This design comes from an exercise in tuning for small area and a short achievable clock period on the open sky130 flow, not from production work. At most, simulation tests tie the RTL to the original design; equivalence was not proved. No functional check of the RTL was part of runs 6 to 9.

===== flow/design.v =====
`timescale 1ns / 1ps
module lab4_2( 
              input wire      mode,
              input wire[2:0] opCode,
              input wire[3:0] value,
              input clk,
              input reset,
              output reg[9:0] result,
              output reg cacheFull,
              output reg invalidOp,
              output reg overflow);
    reg [6:0] mem[0:31];
    reg [9:0]  p1;      
    reg [11:0] p1x3;    
    reg [5:0]  cnt;     
    reg [3:0]  start;   
    reg [4:0]  nxt;     
    reg        last;    
    reg [6:0]  cur;     
    reg [3:0]  tgt;     
    wire [2:0] cop = cur[6:4];
    wire [3:0] cv  = cur[3:0];
    wire full  = cnt[5];
    wire empty = (cnt == 6'd0);
    wire valid = (opCode[1:0] != 2'b11);
    wire store = !mode && !full && valid;
    wire exec  = mode && !empty;
    wire jump  = cop[2] & cop[1];
    function isjump;
        input [6:0] e;
        isjump = e[6] & e[5];
    endfunction
    wire [11:0] sum = result + cv + (cop[0] ? p1 : 10'd0);
    function [9:0] row;
        input [1:0] d;
        input [9:0] b;
        input [9:0] b3;
        case (d)
            2'd0: row = 10'd0;
            2'd1: row = b;
            2'd2: row = {b[8:0], 1'b0};
            default: row = b3;
        endcase
    endfunction
    wire [9:0] r0 = row(result[1:0], p1, p1x3[9:0]);
    wire [9:0] r1 = row(result[3:2], p1, p1x3[9:0]);
    wire [9:0] r2 = row(result[5:4], p1, p1x3[9:0]);
    wire [9:0] r3 = row(result[7:6], p1, p1x3[9:0]);
    wire [9:0] r4 = row(result[9:8], p1, p1x3[9:0]);
    function [1:0] fa;
        input a, b, c;
        fa = {(a & b) | (a & c) | (b & c), a ^ b ^ c};
    endfunction
    function [1:0] ha;
        input a, b;
        ha = {a & b, a ^ b};
    endfunction
    wire t1, t2, t3, t4, t5, t6, t7, t8, t9, t10, t11, t12, t13, t14, t15, t16, t17, t18, t19, t20, t21, t22, t23, t24, t25, t26, t27, t28;
    assign {t2, t1} = ha(r0[8], r1[6]);
    assign {t4, t3} = fa(r0[9], r1[7], r2[5]);
    assign {t6, t5} = ha(r0[6], r1[4]);
    assign {t8, t7} = fa(r0[7], r1[5], r2[3]);
    assign {t10, t9} = fa(t1, r2[4], r3[2]);
    assign {t12, t11} = fa(t3, r3[3], r4[1]);
    assign {t14, t13} = ha(cv[2], r0[2]);
    assign {t16, t15} = fa(cv[3], r0[3], r1[1]);
    assign {t18, t17} = fa(r0[4], r1[2], r2[0]);
    assign {t20, t19} = fa(r0[5], r1[3], r2[1]);
    assign {t22, t21} = fa(t5, r2[2], r3[0]);
    assign {t24, t23} = fa(t7, r3[1], t6);
    assign {t26, t25} = fa(t9, r4[0], t8);
    assign {t28, t27} = fa(t11, t2, t10);
    wire [9:0] mx = {t27, t25, t23, t21, t19, t17, t15, t13, cv[1], cv[0]};
    wire [9:0] my = {t26, t24, t22, t20, t18, t16, t14, r1[0], r0[1], r0[0]};
    wire mcout = t4 | t12 | t28;
    wire [10:0] plo = mx + my;
    function rowhi;
        input [1:0]  d;
        input        ge1;    
        input        ge2;    
        input        ge3;    
        case (d)
            2'd0: rowhi = 1'b0;
            2'd1: rowhi = ge1;
            2'd2: rowhi = ge2;
            default: rowhi = ge3;
        endcase
    endfunction
    wire mhi = rowhi(result[1:0], 1'b0,        p1[9],       |p1x3[11:10])
             | rowhi(result[3:2], |p1[9:8],    |p1[9:7],    |p1x3[11:8])
             | rowhi(result[5:4], |p1[9:6],    |p1[9:5],    |p1x3[11:6])
             | rowhi(result[7:6], |p1[9:4],    |p1[9:3],    |p1x3[11:4])
             | rowhi(result[9:8], |p1[9:2],    |p1[9:1],    |p1x3[11:2]);
    wire movf = plo[10] | mcout | mhi;
    wire [3:0] pop = result[0] + result[1] + result[2] + result[3] + result[4]
                   + result[5] + result[6] + result[7] + result[8] + result[9];
    wire [9:0] rev = {result[0], result[1], result[2], result[3], result[4],
                      result[5], result[6], result[7], result[8], result[9]};
    reg [9:0] nres;
    reg       novf;
    always @* begin
        case (cop[2:1])
            2'b00:   begin nres = sum[9:0]; novf = sum[11:10] != 2'd0; end
            2'b01:   begin nres = plo[9:0]; novf = movf; end
            default: begin nres = cop[0] ? rev : {6'd0, pop}; novf = 1'b0; end
        endcase
    end
    wire [4:0] nidx = last ? {1'b0, tgt} : nxt;        
    wire [5:0] nidx1 = nidx + 6'd1;
    reg [6:0] rdat;                                      
    integer k;
    always @* begin
        rdat = 7'd0;
        for (k = 0; k < 32; k = k + 1)
            rdat = rdat | (mem[k] & {7{nidx == k}});
    end
    reg [6:0] ncur;
    reg [3:0] nst;
    always @* begin
        ncur = cur;
        nst  = start;
        if (empty)
            ncur = {opCode, value};
        else if (mode) begin
            ncur = rdat;
            nst  = tgt;
        end
    end
    always @(posedge clk) begin
        if (store)
            mem[cnt[4:0]] <= {opCode, value};
        cur <= ncur;
        tgt <= isjump(ncur) ? ncur[3:0] : nst;
    end
    always @(posedge clk or posedge reset) begin
        if (reset) begin
            result    <= 10'd0;
            p1        <= 10'd0;
            p1x3      <= 12'd0;
            overflow  <= 1'b0;
            cacheFull <= 1'b0;
            invalidOp <= 1'b0;
            cnt       <= 6'd0;
            start     <= 4'd0;
            nxt       <= 5'd1;
            last      <= 1'b0;
        end else begin
            if (!mode) begin
                if (full)
                    cacheFull <= 1'b1;
                else begin
                    invalidOp <= !valid;
                    if (valid) begin
                        cnt  <= cnt + 6'd1;
                        last <= empty;
                    end
                end
            end else if (!empty) begin
                nxt   <= nidx1[4:0];
                last  <= (nidx1 == cnt);
                start <= tgt;
                if (!jump) begin
                    result   <= nres;
                    p1       <= result;
                    p1x3     <= {2'd0, result} + {1'b0, result, 1'b0};
                    overflow <= novf;
                end
            end
        end
    end
endmodule

===== flow/run.sh =====
#!/bin/bash
# synth_recipe.tcl (not shown) runs the flow's synth.tcl, then flattens the netlist and writes it again
# the make line also repeats each setting of config.mk as NAME=value (left out here)
make -C /OpenROAD-flow-scripts/flow DESIGN_CONFIG=/design/flow/config.mk WORK_HOME=/design/flow/orfs CLKGATE_MAP_FILE= SYNTH_SCRIPT=/design/flow/synth_recipe.tcl finish

===== flow/config.mk =====
export PLATFORM = sky130hd
export DESIGN_NAME = lab4_2
export DESIGN_NICKNAME = lab4_2
export VERILOG_FILES = /design/flow/design.v
export SDC_FILE = /design/flow/constraint.sdc
export NUM_CORES = 4
export LEC_CHECK = 0
export CAP_MARGIN = 20
export CORE_MARGIN = 2
export CORE_UTILIZATION = 40
export CTS_BUF_LIST = sky130_fd_sc_hd__clkbuf_4
export CTS_CLUSTER_DIAMETER = 80
export CTS_CLUSTER_SIZE = 8
export SETUP_SLACK_MARGIN = 4.1
export SLEW_MARGIN = 20

===== flow/constraint.sdc =====
create_clock -name core_clock -period 8.0 [get_ports {clk}]
set_input_delay 1.6000 -clock core_clock [delete_from_list [all_inputs] [get_ports {clk}]]
set_output_delay 1.6000 -clock core_clock [all_outputs]
set_load 0.01 [all_outputs]

==> results of run 1 <==
worst reg2reg max path, delay by kind of cell, from the launching register on:
kind | cells | cell delay [ns]
and+or+nand+nor | 3 | 0.58
buffers and inverters | 3 | 0.23
DFF | 1 | 0.45
adders and majority gates | 5 | 1.85
AOI/OAI and AO/OA | 5 | 0.81
area by class of cell:
class | instances | share of cell area
Antenna cell | 1 | 0.000151
Clock buffer | 63 | 0.0286
Clock inverter | 6 | 0.00674
Inverter | 55 | 0.0131
Multi-Input combinational cell | 822 | 0.377
Sequential cell | 285 | 0.500
Tap cell | 468 | 0.0354
Timing Repair Buffer | 75 | 0.0388
logic make-up after synthesis:
group	count (synthesis)	synth area share
buffers and inverters	134	0.0372
flip-flops	285	0.565
adder cells (fa/ha/maj)	87	0.0868
XOR/XNOR	31	0.0186
multiplexers	30	0.0221
AO/OA/AOI/OAI	342	0.162
AND/OR/NAND/NOR	332	0.109
routing by layer:
metal	up-vias	routed length (um)	global-route usage
met4	0	1910	0.0913
li1	4783	-	-
met5	-	0	0
met1	5320	18900	0.329
met3	134	3940	0.0432
met2	556	21600	0.392
synth_stat cells (19+ instances only):
| library cell | count | share of area |
|---|---|---|
| nand3_1 | 33 | 0.011 |
| dfrtp_1 | 49 | 0.084 |
| nor2_1 | 88 | 0.023 |
| o21ai_0 | 80 | 0.027 |
| inv_1 | 54 | 0.014 |
| a22oi_1 | 52 | 0.027 |
| clkbuf_1 | 52 | 0.013 |
| a21oi_1 | 50 | 0.017 |
| ha_1 | 63 | 0.054 |
| nor3_1 | 19 | 0.0065 |
| nand2_1 | 99 | 0.025 |
| edfxtp_1 | 229 | 0.47 |
| fa_1 | 24 | 0.033 |
registers in the layout, indices dropped and copies added (netlist names):
register,count
mem,224
p1x3,11
p1,10
result,10
cur,7
cnt,6
nxt,5
start,4
tgt,4
cacheFull,1
invalidOp,1
last,1
overflow,1
worst paths after layout:
check / from / endpoint / slack, ns / cells past startpoint
worst max-delay path: result[2] / overflow / 3.99 / 16
worst min-delay path: start[1] / start[1] / 0.51 / 1
worst max register to register: result[2] / overflow / 3.99 / 16
worst min register to register: start[1] / start[1] / 0.51 / 1
max in group asynchronous: reset / start[1] / 6.04 / 3
min in group asynchronous: reset / cnt[3] / 1.38 / 3
repair_timing:
action | in CTS | in global routing
pin swaps | 2 | 11
buffers inserted | 28 | 7
resized for setup | 48 | 55
endpoints found under the setup margin | 16 | 225
cloned | 0 | 0
==> metrics.yaml, run 1 <==
path_max_fanout: 4
cp-end-kind: "register"
final_core_util: 0.456
drtIter0Drc: 1395
finalNonFillerCells: 1775
final_cell_mix: "edfxtp_1, nand2_1, o21ai_0, nor2_1, clkbuf_4"
final_antenna_net_count: 0
first_global_vias: 10400
grt-ovfl-total: 0
setup_ws_ns: 3.99
ios: 23
hold_viol: 0
dpl.hpwl_um: 31200
antenna_found_initial: 1
drive_above_1_share: 0.177
critPathSlowestCell: "fa_1"
cts_tree: "done"
cpLargestDelayFamily: "adder cells"
start_kind: "register"
min_period_over_period: 0.502
grt.total_usage: 0.243
period_needed_ns: 4.01
ys_warn_count: 1
place_inst: 1670
required_ns: 8.58
nNetsFinal: 1378
syn_avg_cell_area_um2: 11.8
die-area_um2: 38100
die_h_um: 195
whs_ns: 0.512
crit_chain: "buf_6, ha_4, a22oi_2, o21ai_2, fa_1, fa_1, inv_1, fa_1, inv_2, ha_4, nor4b_4, nand3_2, nor4_4, o2111ai_1, a21o_1, o22a_1"
cap_violations: 0
multiInputGateArea_um2: 6230
report.final.slew_viol_count: 0
io_buffers: 22
crit_top_cell: "fa_1"
fmax_ghz: 0.249
cts.htree.levels: 2
place_area_um2: 15200
dr.pass1.iters: 6
numCtsBuffers: 42
grt_max_degree: 61
finalSetupViolCount: 0
place_ws_ns: 2.96
worst_slew_margin_rel: 0.401
ys_ff_latch: 285
ys_seq_area_frac: 0.565
status: "timing/DRC/antenna clean"
dr_total_vias: 10800
ys_async_sr_fraction: 0.175
tightest_slew_ns: 0.887
routed_wl_um: 46400
criticalPathCategory: "register to register"
clk_latency_ns: 0.75
ff_latch_area_um2: 8270
ctsLongestPathBuffers: 3
fp.dieW_um: 195
cts_num_sinks: 285
final_common_cell: "edfxtp_1"
syn_area_um2: 14600
crit_buf_inv: 3
cts_root_buf: "clkbuf_4"
rows: 70
syn2layout_area_growth_pct: 13.1
synth_edf_count: 229
fp.coreArea_um2: 36300
wl_per_cell_um: 26.1
crit_path_max_incr_delay_ns: 0.53
grt_pass1_wl_um: 68900
clk_pin_slew_ns: 0.10
syn_inst: 1241
viasPerCell: 6.08
setup_tns_ns: 0
initial_core_util: 0.403
clock_skew_ns: 0.119
gp_congestion: 0.965
synthDistinctLibCells: 80
synth_fp_nets: 1338
ctsHoldBuffers: 0
ys.flop_type: "edfxtp_1"
hp-class: "register to register"
stdcell_area_um2: 16500
fillCellCount: 3364
cp.arrival_ns: 4.59
drc: 0
rsz0062_at_grt: "true"
==> inputs of run 2 (changes only) <==
--- a/flow/design.v
+++ b/flow/design.v
@@ -114,23 +114,19 @@
         for (k = 0; k < 32; k = k + 1)
             rdat = rdat | (mem[k] & {7{nidx == k}});
     end
-    reg [6:0] ncur;
-    reg [3:0] nst;
-    always @* begin
-        ncur = cur;
-        nst  = start;
-        if (empty)
-            ncur = {opCode, value};
-        else if (mode) begin
-            ncur = rdat;
-            nst  = tgt;
-        end
-    end
+    wire [6:0] wc = {opCode, value};
+    wire [3:0] tw = isjump(wc)   ? value      : start;    
+    wire [3:0] te = isjump(rdat) ? rdat[3:0]  : tgt;      
     always @(posedge clk) begin
         if (store)
-            mem[cnt[4:0]] <= {opCode, value};
-        cur <= ncur;
-        tgt <= isjump(ncur) ? ncur[3:0] : nst;
+            mem[cnt[4:0]] <= wc;
+        if (empty) begin
+            cur <= wc;
+            tgt <= tw;
+        end else if (mode) begin
+            cur <= rdat;
+            tgt <= te;
+        end
     end
     always @(posedge clk or posedge reset) begin
         if (reset) begin
--- a/flow/config.mk
+++ b/flow/config.mk
@@ -8,8 +8,7 @@
 export CAP_MARGIN = 20
 export CORE_MARGIN = 2
 export CORE_UTILIZATION = 40
-export CTS_BUF_LIST = sky130_fd_sc_hd__clkbuf_4
-export CTS_CLUSTER_DIAMETER = 80
-export CTS_CLUSTER_SIZE = 8
-export SETUP_SLACK_MARGIN = 4.1
+export CTS_CLUSTER_DIAMETER = 150
+export CTS_CLUSTER_SIZE = 20
+export SETUP_SLACK_MARGIN = 4.4
 export SLEW_MARGIN = 20
==> metrics.yaml, run 2 <==
status: "timing/DRC/antenna clean"
grt_max_degree: 54
synth_common_cells: "edfxtp_1, nand2_1, o21ai_0"
r2r_end: "overflow"
ys_seq_area_frac: 0.565
synth_area_leader_cell: "edfxtp_1"
drive_above_1_share: 0.156
ios: 23
rows: 70
crit_path_max_incr_delay_ns: 0.49
syn2layout_area_growth_pct: 13.5
clk_latency_ns: 0.53
grt_pass1_wl_um: 68700
start_kind: "register"
dr.pass1.iters: 6
critPathSlowestCell: "fa_1"
report.final.slew_viol_count: 0
synth_edf_count: 235
wl_per_cell_um: 26.2
synth_fp_nets: 1336
fmax_ghz: 0.257
setup_ws_ns: 4.10
initial_core_util: 0.403
synth_top_area_share: 0.480
path_max_fanout: 5
clk_pin_slew_ns: 0.09
synth.area.top_cells: "edfxtp_1, dfrtp_1, ha_1"
criticalPathCategory: "register to register"
drtIter0Drc: 1188
final_cell_mix: "edfxtp_1, nand2_1, o21ai_0"
cts.htree.levels: 1
grt.total_usage: 0.240
numCtsBuffers: 18
first_global_vias: 10300
wl_met3_um: 5180
worst_slew_margin_rel: 0.389
final_antenna_net_count: 0
die-area_um2: 38300
final_common_cell: "edfxtp_1"
hold_depth: 2
syn_inst: 1239
dr_total_vias: 10800
syn_avg_cell_area_um2: 11.9
place_ws_ns: 3.22
antenna_found_initial: 2
cp-end-kind: "register"
ys_ff_latch: 285
die_h_um: 196
cts_tree: "done"
cap_violations: 0
ys.flop_type: "edfxtp_1"
dpl.hpwl_um: 31300
fp.coreArea_um2: 36400
crit_top_cell: "fa_1"
clock_skew_ns: 0.0454
critPathLaunch: "result[1]"
nNetsFinal: 1366
hold_viol: 0
reg2reg_slack_ns: 4.10
ctsHoldBuffers: 0
largest_reg_flops: 224
ctsLongestPathBuffers: 3
rsz0062_at_grt: "true"
io_buffers: 22
dr_wl_met2_um: 19500
r2r_start: "result[1]"
routed.top_layer: "met5"
whs_ns: 0.488
grt-ovfl-total: 0
required_ns: 8.39
viasPerCell: 6.18
fillCellCount: 3331
r2r_cells: 16
synthDistinctLibCells: 78
cp.arrival_ns: 4.29
crit_buf_inv: 3
drc: 0
worstHoldStart: "start[3]"
cts_root_buf: "clkbuf_16"
finalSetupViolCount: 0
cpLargestDelayFamily: "adder cells"
met1_length_um: 19500
cts_num_sinks: 285
crit_chain: "buf_12, ha_4, a22oi_2, o21ai_2, fa_1, fa_1, inv_1, fa_1, inv_1, ha_2, nor4b_2, nand2_1, a2111oi_2, nand2_1, nor4_4, o22ai_1"
ys_warn_count: 1
gp_congestion: 0.984
routed_wl_um: 45900
hp-class: "register to register"
syn_area_um2: 14700
setup_tns_ns: 0
min_to: "start[3]"
ys_async_sr_fraction: 0.175
fp.dieW_um: 196
min_period_over_period: 0.487
period_needed_ns: 3.90
yosysMostFrequentCell: "edfxtp_1"
tightest_slew_ns: 0.909
-- run 2: cell types whose count changed in the layout (fill, tap and decap cells not counted), sizes merged, moves of 7 or more --
cell / change
mux2: -7
a21oi: -16
or4: +7
a22oi: -13
nand3: +18
clkbuf: -33
buf: +10
mux2i: +11
nor3: -12
nor2: -12
-- run 2: how the worst max path moves through the flow --
stage / slack (ns) / endpoint / depth (start not counted)
floorplan: 4.21 / overflow / 17
global placement: 3.24 / mem[1][2] / 5
detailed placement: 3.22 / mem[13][2] / 5
CTS: 4.11 / overflow / 16
global route: 3.90 / overflow / 16
finish: 4.10 / overflow / 16
-- run 2: metal layers --
| metal | GRT usage | vias up |
|---|---|---|
| met5 | 0 | - |
| met4 | 0.0783 | 2 |
| met3 | 0.0631 | 112 |
| met2 | 0.353 | 607 |
| met1 | 0.345 | 5335 |
| li1 | - | 4760 |
-- run 2: layout make-up --
cell class	instances	area, um2	share of cell area
flip-flops and latches	285	8330	0.499
multi-input cells	827	6310	0.378
repair buffers	85	733	0.0439
well taps	468	586	0.0351
clock buffers	30	495	0.0297
inverters	52	204	0.0122
clock inverters	2	32.5	0.00195
diodes	1	2.50	0.000150
-- run 2: cells by family after synthesis --
logic type,synth area share
XOR/XNOR,0.0143
flip-flops,0.565
buffers and inverters,0.0347
AND/OR/NAND/NOR,0.126
AO/OA/AOI/OAI,0.150
multiplexers,0.0243
adder cells (fa/ha/maj),0.0863
-- run 2: what timing repair did --
action                     4_1_cts  5_1_grt
setup endpoints to repair      245      101
gates resized for setup         44       51
pin swaps                        8       13
buffers inserted                35       11
-- run 2: worst register-to-register path: cells and delay by family, from the launching register on --
kind / cells / cell delay, ns
AND/OR/NAND/NOR: 4 / 0.67
flip-flops: 1 / 0.46
buffers and inverters: 3 / 0.24
adder cells (fa/ha/maj): 5 / 1.79
AO/OA/AOI/OAI: 4 / 0.60
-- run 2: per-stage QoR --
step / cells / area (um2) / util
after CTS: 1738 / 16400 / 0.451
final: 1750 / 16700 / 0.458
after detailed placement: 1671 / 15400 / 0.423
after global routing: 1749 / 16700 / 0.458
after floorplan: 1239 / 14800 / -
after global placement: 1671 / 15400 / 0.423
==> inputs of run 3 (changes only) <==
--- a/flow/config.mk
+++ b/flow/config.mk
@@ -10,5 +10,5 @@
 export CORE_UTILIZATION = 40
 export CTS_CLUSTER_DIAMETER = 150
 export CTS_CLUSTER_SIZE = 20
-export SETUP_SLACK_MARGIN = 4.4
+export SETUP_SLACK_MARGIN = 4.7
 export SLEW_MARGIN = 20
==> metrics.yaml, run 3 <==
initial_core_util: 0.403
worstHoldStart: "start[3]"
synth_edf_count: 235
period_needed_ns: 3.72
fp.coreArea_um2: 36400
fp.dieW_um: 196
status: "timing/DRC/antenna clean"
grt-busiest-layer: "met2"
drive_above_1_share: 0.227
cap_violations: 0
cts_num_sinks: 285
worst_slew_margin_rel: 0.360
n_antenna_cell: 0
grt_pass1_wl_um: 69200
hold_viol: 0
synth_area_leader_cell: "edfxtp_1"
drc: 0
rsz0062_at_grt: "true"
synth_top_area_share: 0.480
viasPerCell: 6.27
ios: 23
nNetsFinal: 1396
cts_root_buf: "clkbuf_16"
antenna_found_initial: 1
cts_tree: "done"
grt.total_usage: 0.241
met1_usage: 0.359
die_h_um: 196
first_global_vias: 10400
synth.area.top_cells: "edfxtp_1, dfrtp_1, ha_1"
syn_inst: 1239
dpl.hpwl_um: 31600
cts.htree.levels: 1
ys_ff_latch: 285
final_common_cell: "edfxtp_1"
grt_max_degree: 54
cp.arrival_ns: 4.10
ys_async_sr_fraction: 0.175
clk_latency_ns: 0.53
r2r_start: "result[1]"
grt-ovfl-total: 0
final_antenna_net_count: 0
cp-end-kind: "register"
ctsLongestPathBuffers: 3
numCtsBuffers: 18
path_max_fanout: 5
syn_area_um2: 14700
ys.flop_type: "edfxtp_1"
gp_congestion: 0.956
final_cell_mix: "edfxtp_1, nand2_1, buf_4"
yosysMostFrequentCell: "edfxtp_1"
critPathLaunch: "result[1]"
grt_use_met3: 0.0514
fmax_ghz: 0.269
criticalPathCategory: "register to register"
dr_total_vias: 11200
io_buffers: 22
use_met2: 0.360
synth_common_cells: "edfxtp_1, nand2_1, o21ai_0"
clock_skew_ns: 0.0487
synth_fp_nets: 1336
required_ns: 8.39
largest_reg_flops: 224
drtIter0Drc: 1680
dr.pass1.iters: 6
ys_warn_count: 1
fillCellCount: 3173
ys_seq_area_frac: 0.565
synthDistinctLibCells: 78
finalSetupViolCount: 0
wl_per_cell_um: 26.7
rows: 70
routed_wl_um: 47600
setup_tns_ns: 0
syn_avg_cell_area_um2: 11.9
start_kind: "register"
report.final.slew_viol_count: 0
hp-class: "register to register"
clk_pin_slew_ns: 0.10
min_period_over_period: 0.465
syn2layout_area_growth_pct: 19.8
tightest_slew_ns: 0.953
die-area_um2: 38300
==> run 3: cell counts after synthesis <==
Identical to the previous run, type by type.
==> run 3: kinds of logic after synthesis <==
| group | after synthesis | synth area share |
|---|---|---|
| compound gates | 316 | 0.150 |
| xor+xnor | 24 | 0.0143 |
| fa+ha+maj | 87 | 0.0863 |
| buf+inv | 127 | 0.0347 |
| flops | 285 | 0.565 |
| mux | 34 | 0.0243 |
| simple gates | 366 | 0.126 |
==> run 3: area by class of cell <==
type,instances,area (um2),share of cell area
flip-flops and latches,285,8330,0.473
inverters,52,210,0.0119
well taps,468,586,0.0333
clock buffers,30,495,0.0281
repair buffers,115,1110,0.0629
multi-input cells,827,6850,0.389
clock inverters,2,32.5,0.00185
==> run 3: per-stage QoR <==
step	instances	hold WS [ns]	setup WS [ns]	area, um2	util
floorplan	1239	0.440	4.22	15000	-
global placement	1673	0.471	3.66	15500	0.426
detailed placement	1673	0.466	3.75	15500	0.426
CTS	1744	0.486	4.29	16900	0.463
global route	1779	0.517	4.22	17600	0.483
finish	1779	0.496	4.28	17600	0.483
==> run 3: path summary, 6_finish.rpt <==
path                       endpoint  slack [ns]  cells after the start
hold reg to reg            start[3]        0.50                      2
setup reg to reg           overflow        4.28                     16
max in group asynchronous    nxt[4]        5.88                      3
hold / removal             start[3]        0.50                      2
min in group asynchronous     p1[6]        1.58                      3
setup / recovery           overflow        4.28                     16
==> run 3: worst max-delay path, cell delays in order (launching register included) <==
cell and delay (ns):
dfrtp_2 0.49, inv_4 0.06, ha_4 0.19, a22oi_2 0.17, o21ai_2 0.08, fa_1 0.51
fa_1 0.50, inv_1 0.05, fa_1 0.49, inv_2 0.04, ha_4 0.15, nor4b_2 0.20
nand2_1 0.09, a2111oi_2 0.23, nand2_1 0.11, nor4_2 0.14, o22ai_1 0.10
==> run 3: metal layers <==
metal	vias to the layer above	share of wire
li1	4845	-
met1	5533	0.42
met2	691	0.44
met3	82	0.12
met4	0	0.024
met5	-	0
==> run 3: timing repair <==
item / CTS / global route
endpoints found under the setup margin: 236 / 248
hold endpoints to repair: 0 / 0
pin swaps: 28 / 44
hold buffers: 0 / 0
gates cloned: 1 / 2
setup buffers: 38 / 33
gates resized for setup: 131 / 105
==> inputs of run 4 (changes only) <==
--- a/flow/config.mk
+++ b/flow/config.mk
@@ -10,5 +10,5 @@
 export CORE_UTILIZATION = 40
 export CTS_CLUSTER_DIAMETER = 150
 export CTS_CLUSTER_SIZE = 20
-export SETUP_SLACK_MARGIN = 4.7
+export SETUP_SLACK_MARGIN = 4.1
 export SLEW_MARGIN = 20
==> metrics.yaml, run 4 <==
status: "timing/DRC/antenna clean"
hp-class: "register to register"
routed_wl_um: 46100
ys_warn_count: 1
synth.area.top_cells: "edfxtp_1, dfrtp_1, ha_1"
place_ws_ns: 3.36
viasPerCell: 6.19
first_global_vias: 10200
final_core_util: 0.451
syn_avg_cell_area_um2: 11.9
io_buffers: 22
fp.dieW_um: 196
synth_edf_count: 235
synth_area_leader_cell: "edfxtp_1"
final_antenna_net_count: 0
ctsHoldBuffers: 0
nNetsFinal: 1355
wl_per_cell_um: 26.5
final_common_cell: "edfxtp_1"
path_max_fanout: 5
grt-ovfl-total: 0
final_cell_mix: "edfxtp_1, nand2_1, o21ai_0"
required_ns: 8.40
die_h_um: 196
synth_common_cells: "edfxtp_1, nand2_1, o21ai_0"
cts_num_sinks: 285
report.final.slew_viol_count: 0
rsz0062_at_grt: "true"
grt.total_usage: 0.240
dr.pass1.iters: 6
yosysMostFrequentCell: "edfxtp_1"
period_needed_ns: 3.89
fp.coreArea_um2: 36400
ys_async_sr_fraction: 0.175
ios: 23
cap_violations: 0
gp_congestion: 0.981
min_period_over_period: 0.487
tightest_slew_ns: 0.942
start_kind: "register"
synthDistinctLibCells: 78
largest_reg_flops: 224
drc: 0
ff_latch_area_um2: 8330
n_antenna_cell: 0
setup_ws_ns: 4.11
cts_root_buf: "clkbuf_16"
initial_core_util: 0.403
clk_latency_ns: 0.52
cts.htree.levels: 1
drive_above_1_share: 0.115
syn2layout_area_growth_pct: 11.9
cts_tree: "done"
finalSetupViolCount: 0
clock_skew_ns: 0.0186
ctsLongestPathBuffers: 3
cp.arrival_ns: 4.30
drtIter0Drc: 1700
synth_top_area_share: 0.480
cp-end-kind: "register"
dpl.hpwl_um: 31600
numCtsBuffers: 18
worst_slew_margin_rel: 0.367
multiInputGateArea_um2: 6150
grt_max_degree: 54
rows: 70
dr_total_vias: 10800
clk_pin_slew_ns: 0.10
ys.flop_type: "edfxtp_1"
ys_ff_latch: 285
synth_fp_nets: 1336
grt_pass1_wl_um: 68800
syn_area_um2: 14700
fmax_ghz: 0.257
fillCellCount: 3335
ys_seq_area_frac: 0.565
die-area_um2: 38300
criticalPathCategory: "register to register"
hold_viol: 0
antenna_found_initial: 1
syn_inst: 1239
setup_tns_ns: 0
-- run 4: cell count changes in the layout (fill, tap and decap cells not counted), moves of 10 or more --
| cell | previous run | this run |
|---|---|---|
| a22oi_1 | 27 | 37 |
| ha_1 | 40 | 51 |
| nor2_1 | 48 | 77 |
| o21ai_2 | 14 | 2 |
| ha_4 | 21 | 10 |
| a22oi_2 | 13 | 3 |
| nor2_4 | 28 | 0 |
| buf_4 | 71 | 48 |
| buf_6 | 13 | 3 |
| o21ai_0 | 65 | 81 |
-- run 4: area by class of cell --
| type | instances | share of cell area |
|---|---|---|
| Sequential cell | 285 | 0.506 |
| Clock buffer | 31 | 0.0317 |
| Multi-Input combinational cell | 827 | 0.374 |
| Tap cell | 468 | 0.0356 |
| Clock inverter | 1 | 0.000989 |
| Timing Repair Buffer | 74 | 0.0386 |
| Inverter | 52 | 0.0126 |
-- run 4: logic make-up after synthesis --
logic type      synth area share
compound gates             0.150
mux                       0.0243
xor+xnor                  0.0143
flops                      0.565
fa+ha+maj                 0.0863
buf+inv                   0.0347
simple gates               0.126
-- run 4: final timing paths --
kind	start	endpoint	slack [ns]	cells after the start
setup / recovery	result[1]	overflow	4.11	17
hold / removal	start[0]	start[0]	0.49	2
max in group asynchronous	reset	last	5.86	3
setup reg to reg	result[1]	overflow	4.11	17
min in group asynchronous	reset	p1x3[11]	1.58	3
hold reg to reg	start[0]	start[0]	0.49	2
-- run 4: metrics by stage --
step	hold slack, ns	instances	cell area [um2]
3_3_place_gp	0.458	1672	15300
5_1_grt	0.525	1738	16400
2_1_floorplan	0.440	1239	14700
6_report	0.493	1738	16400
3_5_place_dp	0.470	1672	15300
4_1_cts	0.493	1732	16300
-- run 4: routing by layer --
| layer | global-route usage | vias to the layer above | wire length, um |
|---|---|---|---|
| met2 | 0.353 | 620 | 19600 |
| met5 | 0 | - | 9 |
| met4 | 0.0586 | 2 | 1390 |
| li1 | - | 4731 | - |
| met3 | 0.0562 | 106 | 4930 |
| met1 | 0.360 | 5294 | 20100 |
-- run 4: repair_timing --
item | 4_1_cts | 5_1_grt
gates cloned | 0 | 0
buffers inserted | 28 | 6
endpoints found under the setup margin | 17 | 10
resized for setup | 50 | 16
hold endpoints to repair | 0 | 0
pin swaps | 12 | 11
-- run 4: critical path, stage by stage (launching register included) --
cell and delay (ns):
dfrtp_2 0.43, buf_4 0.15, inv_4 0.09, ha_4 0.16
a22oi_2 0.08, o21ai_2 0.15, fa_1 0.45, fa_1 0.49
inv_1 0.05, fa_1 0.47, inv_1 0.04, ha_2 0.18
nor4b_4 0.29, nand2_2 0.09, a2111oi_4 0.21, nand2_1 0.14
nor4_4 0.20, o22ai_1 0.10
==> inputs of run 5 (changes only) <==
--- a/flow/config.mk
+++ b/flow/config.mk
@@ -8,7 +8,8 @@
 export CAP_MARGIN = 20
 export CORE_MARGIN = 2
 export CORE_UTILIZATION = 40
-export CTS_CLUSTER_DIAMETER = 150
-export CTS_CLUSTER_SIZE = 20
+export CTS_BUF_LIST = sky130_fd_sc_hd__clkbuf_8
+export CTS_CLUSTER_DIAMETER = 100
+export CTS_CLUSTER_SIZE = 14
 export SETUP_SLACK_MARGIN = 4.1
 export SLEW_MARGIN = 20
==> metrics.yaml, run 5 <==
initial_core_util: 0.403
synth_area_leader_cell: "edfxtp_1"
hold_depth: 2
tightest_slew_ns: 0.966
report.final.slew_viol_count: 0
crit_chain: "buf_6, ha_4, a22oi_2, o21ai_2, fa_1, fa_1, inv_1, fa_1, inv_1, ha_2, nor4b_4, nand2_2, a2111oi_4, nand2_1, nor4_4, o22ai_1"
ys.flop_type: "edfxtp_1"
fp.coreArea_um2: 36400
ys_ff_latch: 285
rsz0062_at_grt: "true"
finalSetupViolCount: 0
largest_reg_flops: 224
syn2layout_area_growth_pct: 11.2
viasPerCell: 6.18
cts_tree: "done"
cap_violations: 0
grt_max_degree: 54
ctsHoldBuffers: 0
ys_seq_area_frac: 0.565
synth_common_cells: "edfxtp_1, nand2_1, o21ai_0"
hp-class: "register to register"
drtIter0Drc: 1620
place_area_um2: 15300
status: "timing/DRC/antenna clean"
min_period_over_period: 0.491
gp_congestion: 0.981
n_antenna_cell: 0
syn_inst: 1239
dr_total_vias: 10800
hold_viol: 0
io_buffers: 22
final_cell_mix: "edfxtp_1, nand2_1, o21ai_0"
routed_wl_um: 46000
met1_usage: 0.356
synth_edf_count: 235
worst_slew_margin_rel: 0.351
critPathSlowestCell: "fa_1"
cts_num_sinks: 285
final_common_cell: "edfxtp_1"
grt-ovfl-total: 0
path_max_fanout: 4
nNetsFinal: 1365
criticalPathCategory: "register to register"
dr.pass1.iters: 6
ys_warn_count: 1
period_needed_ns: 3.93
synthDistinctLibCells: 78
cp-end-kind: "register"
drc: 0
ff_latch_area_um2: 8330
ios: 23
final_antenna_net_count: 0
first_global_vias: 10200
ctsLongestPathBuffers: 3
dpl.hpwl_um: 31600
yosysMostFrequentCell: "edfxtp_1"
grt_pass1_wl_um: 68800
crit_top_cell: "fa_1"
multiInputGateArea_um2: 6150
fillCellCount: 3366
fmax_ghz: 0.254
place_ws_ns: 3.36
syn_area_um2: 14700
grt_use_met3: 0.0598
ys_async_sr_fraction: 0.175
stdcell_area_um2: 16400
antenna_found_initial: 0
setup_ws_ns: 4.07
grt.total_usage: 0.240
numCtsBuffers: 24
cts.htree.levels: 1
use_met2: 0.356
die_h_um: 196
synth.area.top_cells: "edfxtp_1, dfrtp_1, ha_1"
r2r_cells: 16
drive_above_1_share: 0.122
die-area_um2: 38300
syn_avg_cell_area_um2: 11.9
cp.arrival_ns: 4.39
reg2reg_slack_ns: 4.07
clock_skew_ns: 0.0476
start_kind: "register"
cts_root_buf: "clkbuf_8"
grt-busiest-layer: "met1"
crit_path_max_incr_delay_ns: 0.49
setup_tns_ns: 0
required_ns: 8.46
rows: 70
clk_pin_slew_ns: 0.11
clk_latency_ns: 0.61
fp.dieW_um: 196
synth_fp_nets: 1336
synth_top_area_share: 0.480
wl_per_cell_um: 26.2
-- run 5: changes by cell type in the layout (fill, tap and decap cells not counted), moves of 3 or more --
cell       before  now
inv_1          44   61
clkbuf_16      19    0
clkbuf_8        0   24
clkbuf_1       12    0
buf_4          48   51
-- run 5: metrics by stage --
stage               std cells  utilization  hold WS [ns]
floorplan                1239            -         0.440
global placement         1672        0.421         0.458
detailed placement       1672        0.421         0.470
CTS                      1742        0.444         0.494
global route             1754        0.449         0.526
finish                   1754        0.449         0.494
-- run 5: cell type report --
class                      count  area share
timing repair buffer          78      0.0409
clock inverter                20     0.00520
multi-input combinational    827       0.376
tap                          468      0.0358
sequential                   285       0.509
inverter                      52      0.0126
clock buffer                  24      0.0202
-- run 5: repair_timing --
action | 4_1_cts | 5_1_grt
setup endpoints to repair | 17 | 10
pin swaps | 12 | 7
resized for setup | 51 | 15
setup buffers | 26 | 12
-- run 5: kinds of logic after synthesis --
family | Yosys count | share of synthesized area
DFF | 285 | 0.565
xor gates and xnor gates | 24 | 0.0143
muxes | 34 | 0.0243
buffers and inverters | 127 | 0.0347
and+or+nand+nor | 366 | 0.126
adders and majority gates | 87 | 0.0863
AOI/OAI and AO/OA | 316 | 0.150
-- run 5: worst max-delay path, delay by kind of cell, from the launching register on --
kind,cells,cell delay [ns]
adders and majority gates,5,1.80
and+or+nand+nor,4,0.74
AOI/OAI and AO/OA,4,0.59
DFF,1,0.46
buffers and inverters,3,0.23
-- run 5: path summary, 6_finish.rpt --
path | from | endpoint
setup reg to reg | result[0] | overflow
hold reg to reg | start[0] | start[0]
setup / recovery | result[0] | overflow
max in group asynchronous | reset | last
hold / removal | start[0] | start[0]
min in group asynchronous | reset | nxt[2]
-- run 5: per-layer routing --
layer / part of all wire / routed length (um) / vias up
met5: 0 / 0 / -
met4: 0.028 / 1280 / 0
met3: 0.12 / 5420 / 88
met2: 0.43 / 19600 / 705
met1: 0.43 / 19700 / 5288
li1: - / - / 4762
==> inputs of run 6 (changes only) <==
--- a/flow/design.v
+++ b/flow/design.v
@@ -112,7 +112,7 @@
     always @* begin
         rdat = 7'd0;
         for (k = 0; k < 32; k = k + 1)
-            rdat = rdat | (mem[k] & {7{nidx == k}});
+            rdat = rdat | (mem[k] & {7{last ? (tgt == k) : (nxt == k)}});
     end
     wire [6:0] wc = {opCode, value};
     wire [3:0] tw = isjump(wc)   ? value      : start;    
==> metrics.yaml, run 6 <==
synth_common_cells: "edfxtp_1, nand2_1, o21ai_0"
cts_root_buf: "clkbuf_8"
clk_latency_ns: 0.63
tightest_slew_ns: 0.736
fp.dieW_um: 197
synth_area_leader_cell: "edfxtp_1"
routed.top_layer: "met4"
routed_wl_um: 43600
syn2layout_area_growth_pct: 9.45
final_common_cell: "edfxtp_1"
required_ns: 8.47
dr.pass1.iters: 7
drtIter0Drc: 1205
report.final.slew_viol_count: 0
rsz0062_at_grt: "true"
die_h_um: 197
syn_inst: 1226
largest_reg_flops: 224
ys_warn_count: 1
antenna_found_initial: 0
hold_viol: 0
ys_seq_area_frac: 0.558
syn_area_um2: 14900
grt_pass1_wl_um: 64900
drc: 0
wl_met3_um: 3930
clk_pin_slew_ns: 0.11
cts.htree.levels: 1
gp_congestion: 0.921
finalSetupViolCount: 0
dpl.hpwl_um: 29800
rows: 70
ys.flop_type: "edfxtp_1"
ctsHoldBuffers: 0
finalNonFillerCells: 1725
yosysMostFrequentCell: "edfxtp_1"
initial_core_util: 0.406
ff_latch_area_um2: 8320
grt-ovfl-total: 0
path_max_fanout: 5
grt_max_degree: 61
cap_violations: 0
viasPerCell: 6.08
nNetsFinal: 1336
drive_above_1_share: 0.119
fmax_ghz: 0.243
status: "timing/DRC/antenna clean"
cp.arrival_ns: 4.58
cts_tree: "done"
start_kind: "register"
final_core_util: 0.445
hp-class: "register to register"
numCtsBuffers: 24
dr_total_vias: 10500
synth_top_area_share: 0.474
die-area_um2: 38800
clock_skew_ns: 0.0382
grt.total_usage: 0.225
period_needed_ns: 4.12
multiInputGateArea_um2: 6220
ios: 23
ys_async_sr_fraction: 0.175
min_period_over_period: 0.514
io_buffers: 22
synth_edf_count: 235
synth.area.top_cells: "edfxtp_1, dfrtp_1, ha_1"
syn_avg_cell_area_um2: 12.1
n_antenna_cell: 0
cts_num_sinks: 285
criticalPathCategory: "register to register"
dr_wl_met2_um: 19400
worst_slew_margin_rel: 0.508
cp-end-kind: "register"
place_inst: 1660
ctsLongestPathBuffers: 3
ys_ff_latch: 285
final_antenna_net_count: 0
wl_per_cell_um: 25.3
synthDistinctLibCells: 78
synth_fp_nets: 1323
fp.coreArea_um2: 36600
final_cell_mix: "edfxtp_1, nand2_1, o21ai_0"
first_global_vias: 9886
met1_length_um: 19100
setup_tns_ns: 0
fillCellCount: 3379
-- run 6: worst paths after layout --
path	from	to	slack, ns	cells after the start
worst max-delay path	result[5]	overflow	3.88	15
worst min-delay path	cacheFull	cacheFull	0.47	1
worst max register to register	result[5]	overflow	3.88	15
worst min register to register	cacheFull	cacheFull	0.47	1
max in group asynchronous	reset	result[0]	5.95	3
min in group asynchronous	reset	p1x3[4]	1.47	3
-- run 6: cells by family (layout without fill, tap and decap cells) --
family | Yosys count | after routing | synth area share
AOI/OAI and AO/OA | 333 | 333 | 0.158
and+or+nand+nor | 328 | 328 | 0.114
DFF | 285 | 285 | 0.558
buffers and inverters | 122 | 153 | 0.0374
adders and majority gates | 87 | 87 | 0.0853
muxes | 39 | 39 | 0.0283
xor gates and xnor gates | 32 | 32 | 0.0188
-- run 6: timing repair --
item	CTS	global route
pin swaps	2	10
buffers inserted	11	10
resized for setup	14	20
endpoints found under the setup margin	9	11
-- run 6: area by class of cell --
cell class | count | share of cell area
Inverter | 45 | 0.0105
Multi-Input combinational cell | 819 | 0.382
Clock inverter | 19 | 0.00546
Clock buffer | 25 | 0.0211
Timing Repair Buffer | 64 | 0.0339
Sequential cell | 285 | 0.511
Tap cell | 468 | 0.0360
-- run 6: stage by stage --
step / instance area (um2) / hold WS [ns] / setup slack (ns)
floorplan: 15000 / 0.479 / 4.02
global placement: 15500 / 0.471 / 3.76
detailed placement: 15500 / 0.461 / 3.69
CTS: 16100 / 0.486 / 3.97
global route: 16300 / 0.519 / 3.72
finish: 16300 / 0.472 / 3.88
-- run 6: worst max-delay path, stage by stage, from the launching register on --
cell and delay [ns]:
dfrtp_2 0.48, buf_6 0.14, ha_4 0.17, a22oi_2 0.14, o21ai_2 0.09, fa_1 0.49, fa_1 0.50, inv_1 0.05
fa_1 0.47, inv_1 0.04, ha_1 0.17, or4b_4 0.48, a211oi_2 0.20, nand4_1 0.13, o41ai_2 0.31, o211ai_1 0.11
-- run 6: routing by layer --
metal	track usage	up-vias
li1	-	4699
met4	0.0579	0
met2	0.351	534
met5	0	-
met1	0.325	5179
met3	0.0402	76
==> inputs of run 7 (changes only) <==
--- a/flow/design.v
+++ b/flow/design.v
@@ -9,7 +9,8 @@
               output reg cacheFull,
               output reg invalidOp,
               output reg overflow);
-    reg [6:0] mem[0:31];
+    reg [5:0]   mem[0:31];
+    reg [31:14] memx;
     reg [9:0]  p1;      
     reg [11:0] p1x3;    
     reg [5:0]  cnt;     
@@ -107,19 +108,33 @@
     end
     wire [4:0] nidx = last ? {1'b0, tgt} : nxt;        
     wire [5:0] nidx1 = nidx + 6'd1;
-    reg [6:0] rdat;                                      
+    reg [5:0] rd;                                        
+    reg       rxs;                                       
     integer k;
     always @* begin
-        rdat = 7'd0;
+        rd  = 6'd0;
+        rxs = 1'b0;
         for (k = 0; k < 32; k = k + 1)
-            rdat = rdat | (mem[k] & {7{last ? (tgt == k) : (nxt == k)}});
+            rd = rd | (mem[k] & {6{last ? (tgt == k) : (nxt == k)}});
+        for (k = 14; k < 32; k = k + 1)
+            rxs = rxs | (memx[k] & (last ? (tgt == k) : (nxt == k)));
     end
+    wire       below14 = last ? (tgt < 4'd14) : (nxt < 5'd14);
+    wire       rx      = below14 ? (rd[5:1] == 5'b11111) : rxs;
+    wire [6:0] rdat = rx ? {2'b10, rd[0], rd[3:0]}
+                         : {rd[5] & rd[4], rd[5:4] == 2'b11 ? 2'b10 : rd[5:4], rd[3:0]};
+    wire       wx    = opCode[2] & ~opCode[1];
+    wire [6:0] wcode = {wx, opCode[2] ? 2'b11 : opCode[1:0],
+                        wx ? {3'b111, opCode[0]} : value};
     wire [6:0] wc = {opCode, value};
     wire [3:0] tw = isjump(wc)   ? value      : start;    
     wire [3:0] te = isjump(rdat) ? rdat[3:0]  : tgt;      
     always @(posedge clk) begin
-        if (store)
-            mem[cnt[4:0]] <= wc;
+        if (store) begin
+            mem[cnt[4:0]] <= wcode[5:0];
+            if (cnt[4:0] >= 5'd14)
+                memx[cnt[4:0]] <= wcode[6];
+        end
         if (empty) begin
             cur <= wc;
             tgt <= tw;
==> metrics.yaml, run 7 <==
worstHoldStart: "cacheFull"
cp-end-kind: "register"
routed_wl_um: 43300
ys_async_sr_fraction: 0.185
finalSetupViolCount: 0
r2r_end: "overflow"
cp.arrival_ns: 4.30
start_kind: "register"
fp.coreArea_um2: 36300
ys_seq_area_frac: 0.538
cts.htree.levels: 1
hold_viol: 0
ctsLongestPathBuffers: 3
cts_num_sinks: 271
dr_total_vias: 10700
final_common_cell: "edfxtp_1"
synth_common_cells: "edfxtp_1, nand2_1, nor2_1"
grt_use_met3: 0.0313
ys_ff_latch: 271
io_buffers: 22
grt_max_degree: 57
use_met2: 0.384
drc: 0
min_to: "cacheFull"
rows: 70
reg2reg_slack_ns: 4.16
die-area_um2: 38200
syn2layout_area_growth_pct: 11.2
dr.pass1.iters: 6
grt-ovfl-total: 0
multiInputGateArea_um2: 6540
syn_area_um2: 14700
first_global_vias: 10500
ff_latch_area_um2: 7910
synth.area.top_cells: "edfxtp_1, dfrtp_1, ha_1"
nNetsFinal: 1392
place_area_um2: 15300
fmax_ghz: 0.260
wl_per_cell_um: 24.4
fillCellCount: 3307
cap_violations: 0
synth_top_area_share: 0.453
clk_latency_ns: 0.60
fp.dieW_um: 195
r2r_start: "result[5]"
grt-busiest-layer: "met2"
cts_tree: "done"
worst_slew_margin_rel: 0.326
r2r_cells: 16
drive_above_1_share: 0.136
yosysMostFrequentCell: "edfxtp_1"
dpl.hpwl_um: 29800
ys_warn_count: 1
met1_usage: 0.294
synth_fp_nets: 1355
hp-class: "register to register"
ios: 23
syn_inst: 1250
criticalPathCategory: "register to register"
ctsHoldBuffers: 0
initial_core_util: 0.403
path_max_fanout: 4
finalNonFillerCells: 1773
numCtsBuffers: 23
final_antenna_net_count: 0
place_inst: 1683
synth_edf_count: 221
stdcell_area_um2: 16300
min_period_over_period: 0.480
grt.total_usage: 0.225
hold_depth: 1
synth_area_leader_cell: "edfxtp_1"
gp_congestion: 0.888
final_cell_mix: "edfxtp_1, nand2_1, nor2_1"
rsz0062_at_grt: "true"
viasPerCell: 6.02
syn_avg_cell_area_um2: 11.7
die_h_um: 195
tightest_slew_ns: 1.01
grt_pass1_wl_um: 66000
clk_pin_slew_ns: 0.10
period_needed_ns: 3.84
status: "timing/DRC/antenna clean"
required_ns: 8.46
cts_root_buf: "clkbuf_8"
clock_skew_ns: 0.0234
report.final.slew_viol_count: 0
critPathLaunch: "result[5]"
antenna_found_initial: 0
synthDistinctLibCells: 88
ys.flop_type: "edfxtp_1"
drtIter0Drc: 1060
largest_reg_flops: 192
setup_tns_ns: 0
[run 7: changes by cell type in the layout (fill, tap and decap cells not counted), moves of 13 or more]
cell | previous run | this run
buf_4 | 40 | 55
mux2_1 | 0 | 17
mux2i_1 | 25 | 10
edfxtp_1 | 235 | 221
a32oi_1 | 4 | 17
nor2_1 | 63 | 82
o21ai_0 | 83 | 55
[run 7: cells by family (layout without fill, tap and decap cells)]
family                     count (synthesis)  count (layout)  synth area share
DFF                                      271             271             0.538
and+or+nand+nor                          387             387             0.136
adders and majority gates                 95              95            0.0934
buffers and inverters                    118             172            0.0332
muxes                                     37              37            0.0282
other                                      0               1                 0
AOI/OAI and AO/OA                        304             304             0.148
xor gates and xnor gates                  38              38            0.0232
[run 7: how the worst max path moves through the flow]
stage	end	slack (ns)	cells past startpoint
after floorplan	overflow	4.10	17
after global placement	tgt[0]	3.54	13
after detailed placement	tgt[1]	3.56	13
after CTS	overflow	4.11	16
after global routing	overflow	4.01	16
final	overflow	4.16	16
[run 7: through the flow]
stage                     hold WS [ns]  utilization  worst slack [ns]
final                            0.467        0.449              4.16
after global routing             0.495        0.449              4.01
after CTS                        0.477        0.443              4.11
after detailed placement         0.456        0.421              3.56
after global placement           0.448        0.421              3.54
after floorplan                  0.472            -              4.10
[run 7: critical path, stage by stage (launching register included)]
cell	delay, ns
dfrtp_2	0.47
buf_6	0.13
ha_4	0.15
a22oi_2	0.16
o21ai_2	0.10
fa_1	0.51
fa_1	0.51
inv_2	0.04
fa_1	0.51
inv_2	0.04
ha_4	0.21
a21oi_2	0.11
nand3_1	0.09
nor4_1	0.23
o311ai_1	0.14
a31oi_1	0.19
o41ai_1	0.09
[run 7: cell type report]
cell class	instances	area share
Clock buffer	23	0.0194
Timing Repair Buffer	79	0.0407
Clock inverter	19	0.00506
Inverter	51	0.0124
Tap cell	468	0.0359
Sequential cell	271	0.485
Multi-Input combinational cell	861	0.401
Antenna cell	1	0.000153
[run 7: layer usage]
metal,wire length (um),vias to the layer above
met3,2740,101
met1,18000,5288
met5,0,-
met4,1650,0
li1,-,4815
met2,20900,467
[run 7: repair_timing]
action / in CTS / in global routing
setup endpoints to repair: 32 / 24
buffers inserted: 29 / 18
gates resized for setup: 48 / 19
pin swaps: 15 / 13
==> inputs of run 8 (changes only) <==
--- a/flow/config.mk
+++ b/flow/config.mk
@@ -11,5 +11,6 @@
 export CTS_BUF_LIST = sky130_fd_sc_hd__clkbuf_8
 export CTS_CLUSTER_DIAMETER = 100
 export CTS_CLUSTER_SIZE = 14
+export PLACE_DENSITY = 0.75
 export SETUP_SLACK_MARGIN = 4.1
 export SLEW_MARGIN = 20
==> metrics.yaml, run 8 <==
dpl.hpwl_um: 29200
routed_wl_um: 42900
io_buffers: 22
drc: 0
cts_root_buf: "clkbuf_8"
grt_max_degree: 57
cts_tree: "done"
antenna_found_initial: 0
yosysMostFrequentCell: "edfxtp_1"
ctsLongestPathBuffers: 3
initial_core_util: 0.403
die-area_um2: 38200
dr.pass1.iters: 9
fmax_ghz: 0.255
synth_xor_area_frac: 0.0232
final_core_util: 0.454
hold_viol: 0
place_area_um2: 15300
nNetsFinal: 1402
synth_edf_count: 221
die_h_um: 195
fp.dieW_um: 195
ys.flop_type: "edfxtp_1"
ys_ff_latch: 271
clock_skew_ns: 0.0541
cts.htree.levels: 1
synth_common_cells: "edfxtp_1, nand2_1, nor2_1"
worst_slew_margin_rel: 0.264
required_ns: 8.44
crit_buf_inv: 3
hold_depth: 1
fillCellCount: 3218
cpLargestDelayFamily: "adder cells"
rsz0062_at_grt: "true"
ff_latch_area_um2: 7910
synthDistinctLibCells: 88
min_to: "cacheFull"
final_antenna_net_count: 0
grt_pass1_wl_um: 65400
start_kind: "register"
syn_avg_cell_area_um2: 11.7
fp.coreArea_um2: 36300
synthAdderAreaFrac: 0.0934
first_global_vias: 10800
synth_top_family_by_area: "compound AO/OA/AOI/OAI gates"
finalSetupViolCount: 0
syn_area_um2: 14700
reg2reg_slack_ns: 4.08
viasPerCell: 6.20
ys_warn_count: 1
syn2layout_area_growth_pct: 12.5
drive_above_1_share: 0.159
synth_compound_area_frac: 0.148
crit_top_cell: "fa_1"
criticalPathCategory: "register to register"
min_period_over_period: 0.489
yosys.area_share.simple: 0.136
r2r_end: "overflow"
final_common_cell: "edfxtp_1"
status: "timing/DRC/antenna clean"
synth.area.top_cells: "edfxtp_1, dfrtp_1, ha_1"
syn_inst: 1250
worstHoldStart: "cacheFull"
numCtsBuffers: 23
setup_tns_ns: 0
rows: 70
cap_violations: 0
dr_total_vias: 11100
synth_area_leader_cell: "edfxtp_1"
r2r_cells: 16
tightest_slew_ns: 1.10
r2r_start: "result[4]"
cp.arrival_ns: 4.36
stdcell_area_um2: 16500
yosys-mux-area-fraction: 0.0282
largest_reg_flops: 192
clk_pin_slew_ns: 0.10
path_max_fanout: 5
synth_top_area_share: 0.453
grt.total_usage: 0.221
critPathSlowestCell: "fa_1"
ios: 23
cts_num_sinks: 271
ys_seq_area_frac: 0.538
crit_chain: "inv_4, ha_4, a22oi_2, o21ai_2, fa_1, fa_1, inv_2, fa_1, inv_2, ha_4, a21oi_2, nand3_2, nor4_2, o311ai_2, a31oi_2, o41ai_2"
final_cell_mix: "edfxtp_1, nand2_1, nor2_1"
grt-ovfl-total: 0
ys_async_sr_fraction: 0.185
crit_path_max_incr_delay_ns: 0.56
n_antenna_cell: 0
clk_latency_ns: 0.62
multiInputGateArea_um2: 6650
synth_fp_nets: 1355
period_needed_ns: 3.92
setup_ws_ns: 4.08
drtIter0Drc: 1379
place_ws_ns: 3.56
report.final.slew_viol_count: 0
gp_congestion: 0.963
wl_per_cell_um: 24.1
hp-class: "register to register"
cp-end-kind: "register"
run 8: cell counts after synthesis:
Identical to the previous run, type by type.
run 8: how the worst max path moves through the flow:
stage,slack [ns],end,depth (start not counted),startpoint
3_3_place_gp,3.53,mem[22][0],3,opCode[2]
6_report,4.08,overflow,16,result[4]
2_1_floorplan,4.10,overflow,17,result[2]
5_1_grt,3.98,overflow,16,result[5]
3_5_place_dp,3.56,tgt[1],12,last
4_1_cts,4.10,overflow,16,result[1]
run 8: area by class of cell:
cell class / instances / area share
flip-flops and latches: 271 / 0.480
clock inverters: 19 / 0.00523
repair buffers: 89 / 0.0447
clock buffers: 23 / 0.0192
well taps: 468 / 0.0355
multi-input cells: 861 / 0.403
inverters: 51 / 0.0124
run 8: worst register-to-register path: cells and delay by family, from the launching register on:
kind	cells	cell delay, ns
adder cells (fa/ha/maj)	5	1.95
flip-flops	1	0.51
buffers and inverters	3	0.17
AND/OR/NAND/NOR	2	0.33
AO/OA/AOI/OAI	6	0.84
run 8: kinds of logic after synthesis:
group                      after synthesis
AOI/OAI and AO/OA                      304
DFF                                    271
muxes                                   37
adders and majority gates               95
xor gates and xnor gates                38
buffers and inverters                  118
and+or+nand+nor                        387
run 8: metrics by stage:
step / cells / hold slack, ns
CTS: 1757 / 0.471
detailed placement: 1681 / 0.451
floorplan: 1250 / 0.472
finish: 1782 / 0.463
global route: 1782 / 0.484
global placement: 1681 / 0.442
run 8: timing repair:
action	CTS	global route
hold buffers	0	0
setup endpoints to repair	33	27
buffers inserted	34	25
gates resized for setup	56	45
pin swaps	15	20
run 8: metal layers:
metal / track usage / up-vias / share of wire / wire, um
met3: 0.0485 / 104 / 0.10 / 4450
met5: 0 / - / 0 / 0
met2: 0.349 / 622 / 0.45 / 19300
met4: 0.0701 / 0 / 0.030 / 1290
li1: - / 4842 / - / -
met1: 0.305 / 5486 / 0.41 / 17800
==> inputs of run 9 (changes only) <==
--- a/flow/config.mk
+++ b/flow/config.mk
@@ -11,6 +11,5 @@
 export CTS_BUF_LIST = sky130_fd_sc_hd__clkbuf_8
 export CTS_CLUSTER_DIAMETER = 100
 export CTS_CLUSTER_SIZE = 14
-export PLACE_DENSITY = 0.75
-export SETUP_SLACK_MARGIN = 4.1
+export SETUP_SLACK_MARGIN = 4.4
 export SLEW_MARGIN = 20
==> metrics.yaml, run 9 <==
status: "timing/DRC/antenna clean"
numCtsBuffers: 23
whs_ns: 0.472
multiInputGateArea_um2: 6880
criticalPathCategory: "register to register"
fmax_ghz: 0.267
synthDistinctLibCells: 88
routed_wl_um: 44100
ctsLongestPathBuffers: 3
cp.arrival_ns: 4.09
hold_viol: 0
syn2layout_area_growth_pct: 14.3
ys_seq_area_frac: 0.538
clock_skew_ns: 0.0268
cts_num_sinks: 271
rsz0062_at_grt: "true"
min_period_over_period: 0.468
clk_latency_ns: 0.58
antenna_found_initial: 0
grt-ovfl-total: 0
cp-end-kind: "register"
ys_ff_latch: 271
viasPerCell: 6.05
die-area_um2: 38200
setup_tns_ns: 0
dr_total_vias: 10800
fillCellCount: 3309
io_buffers: 22
path_max_fanout: 5
nNetsFinal: 1404
worst_slew_margin_rel: 0.407
ios: 23
final_antenna_net_count: 0
ys.flop_type: "edfxtp_1"
synth_fp_nets: 1355
hp-class: "register to register"
largest_reg_flops: 192
cap_violations: 0
start_kind: "register"
first_global_vias: 10700
report.final.slew_viol_count: 0
drtIter0Drc: 1155
synth.area.top_cells: "edfxtp_1, dfrtp_1, ha_1"
required_ns: 8.34
final_common_cell: "edfxtp_1"
n_antenna_cell: 0
clk_pin_slew_ns: 0.11
ctsHoldBuffers: 0
finalSetupViolCount: 0
fp.coreArea_um2: 36300
cts.htree.levels: 1
tightest_slew_ns: 0.866
syn_inst: 1250
synth_top_area_share: 0.453
ys_warn_count: 1
cts_root_buf: "clkbuf_8"
ff_latch_area_um2: 7920
initial_core_util: 0.403
drc: 0
yosysMostFrequentCell: "edfxtp_1"
die_h_um: 195
grt_max_degree: 57
fp.dieW_um: 195
ys_async_sr_fraction: 0.185
final_core_util: 0.461
rows: 70
drive_above_1_share: 0.186
synth_common_cells: "edfxtp_1, nand2_1, nor2_1"
grt_pass1_wl_um: 66100
dr.pass1.iters: 8
grt.total_usage: 0.227
cts_tree: "done"
dpl.hpwl_um: 29700
final_cell_mix: "edfxtp_1, nand2_1, nor2_1"
syn_avg_cell_area_um2: 11.7
gp_congestion: 0.929
wl_per_cell_um: 24.7
synth_area_leader_cell: "edfxtp_1"
synth_edf_count: 221
period_needed_ns: 3.74
syn_area_um2: 14700
run 9: cell counts after synthesis:
No cell type changed its count.
run 9: final cells by class:
cell class / instances / area share
clock buffers: 23 / 0.0189
flip-flops and latches: 271 / 0.472
well taps: 468 / 0.0349
inverters: 51 / 0.0127
multi-input cells: 861 / 0.411
clock inverters: 19 / 0.00493
repair buffers: 91 / 0.0455
run 9: worst max-delay path: stages, from the launching register on:
cell and delay (ns):
dfrtp_2 0.51, buf_12 0.16, ha_4 0.15, nor2b_4 0.12
and3_4 0.21, ha_4 0.27, or4b_4 0.55, nor4_4 0.28
o21bai_2 0.12, buf_4 0.15, buf_6 0.11, nor4_4 0.23
nand2_2 0.14, nor2_2 0.17, mux2_1 0.32
run 9: repair_timing:
item	CTS	global route
pin swaps	20	21
gates resized for setup	62	75
buffers inserted	46	10
endpoints found under the setup margin	36	64
run 9: metal layers:
metal / wire [um] / vias to the layer above / share of wire / track usage
li1: - / 4837 / - / -
met1: 18100 / 5423 / 0.41 / 0.294
met2: 21800 / 438 / 0.49 / 0.395
met3: 2770 / 100 / 0.063 / 0.0307
met4: 1420 / 0 / 0.032 / 0.0744
met5: 0 / - / 0 / 0
run 9: cells by family (layout without fill, tap and decap cells):
logic type / count (synthesis) / after routing / synth area share
AND/OR/NAND/NOR: 387 / 387 / 0.136
AO/OA/AOI/OAI: 304 / 304 / 0.148
flip-flops: 271 / 271 / 0.538
buffers and inverters: 118 / 184 / 0.0332
adder cells (fa/ha/maj): 95 / 95 / 0.0934
XOR/XNOR: 38 / 38 / 0.0232
multiplexers: 37 / 37 / 0.0282
run 9: path summary, 6_finish.rpt:
| check | start | to | slack [ns] | cells after the start |
|---|---|---|---|---|
| setup / recovery | cnt[1] | memx[26] | 4.26 | 14 |
| setup reg to reg | cnt[1] | memx[26] | 4.26 | 14 |
| min in group asynchronous | reset | nxt[1] | 1.33 | 2 |
| hold reg to reg | cacheFull | cacheFull | 0.47 | 1 |
| hold / removal | cacheFull | cacheFull | 0.47 | 1 |
| max in group asynchronous | reset | result[9] | 5.84 | 3 |
run 9: through the flow:
stage	std cells	cell area (um2)	worst slack, ns
after CTS	1774	16400	4.26
after global placement	1686	15400	3.71
after detailed placement	1686	15400	3.66
final	1784	16800	4.26
after floorplan	1250	14800	4.24
after global routing	1784	16800	4.04

==> what the ideal ports hide <==
How much do the figures lean on ideal ports? The routed layouts below were timed once more, with nothing changed but the port constraints.
Step 1, drivers: a clkbuf_16 drives clk and a buf_2 each remaining input, both assumed.
Step 2 adds t to the input delays and takes it off the output delays; t is the mean of the earliest and latest rising clock arrival at the registers after step 1. Input paths then give back, and output paths get back, about the clock's delay inside the block.
Three values: ideal, step 1, step 2; two values: the first two.
| run | t (ns) | setup slack, ns | hold WS [ns] | clock arrival spread, ns | worst register clock-pin slew, ns |
|---|---|---|---|---|---|
| run 1 | 0.747 | 3.986 / 3.986 / 3.261 | 0.512 / 0.512 / 0.512 | 0.126 / 0.126 | 0.11 / 0.11 |
| run 2 | 0.565 | 4.105 / 4.105 / 3.846 | 0.488 / 0.488 / 0.488 | 0.046 / 0.046 | 0.10 / 0.10 |
| run 3 | 0.567 | 4.283 / 4.283 / 3.788 | 0.496 / 0.496 / 0.496 | 0.053 / 0.053 | 0.10 / 0.10 |
| run 4 | 0.562 | 4.108 / 4.108 / 3.793 | 0.493 / 0.493 / 0.493 | 0.021 / 0.021 | 0.10 / 0.10 |
| run 5 | 0.630 | 4.071 / 4.071 / 3.790 | 0.494 / 0.494 / 0.494 | 0.051 / 0.050 | 0.12 / 0.12 |
| run 6 | 0.651 | 3.884 / 3.884 / 3.812 | 0.472 / 0.472 / 0.472 | 0.038 / 0.039 | 0.11 / 0.11 |
| run 7 | 0.636 | 4.158 / 4.158 / 3.855 | 0.467 / 0.467 / 0.467 | 0.025 / 0.024 | 0.10 / 0.10 |
| run 8 | 0.639 | 4.084 / 4.084 / 3.761 | 0.463 / 0.463 / 0.463 | 0.057 / 0.057 | 0.11 / 0.11 |
| run 9 | 0.621 | 4.255 / 4.255 / 3.865 | 0.472 / 0.472 / 0.472 | 0.035 / 0.035 | 0.12 / 0.12 |
After both steps setup and hold are still met in every run listed. For run 1, which loses most, drivers alone change the setup slack by 0.000 ns; drivers and shift together by -0.725 ns.
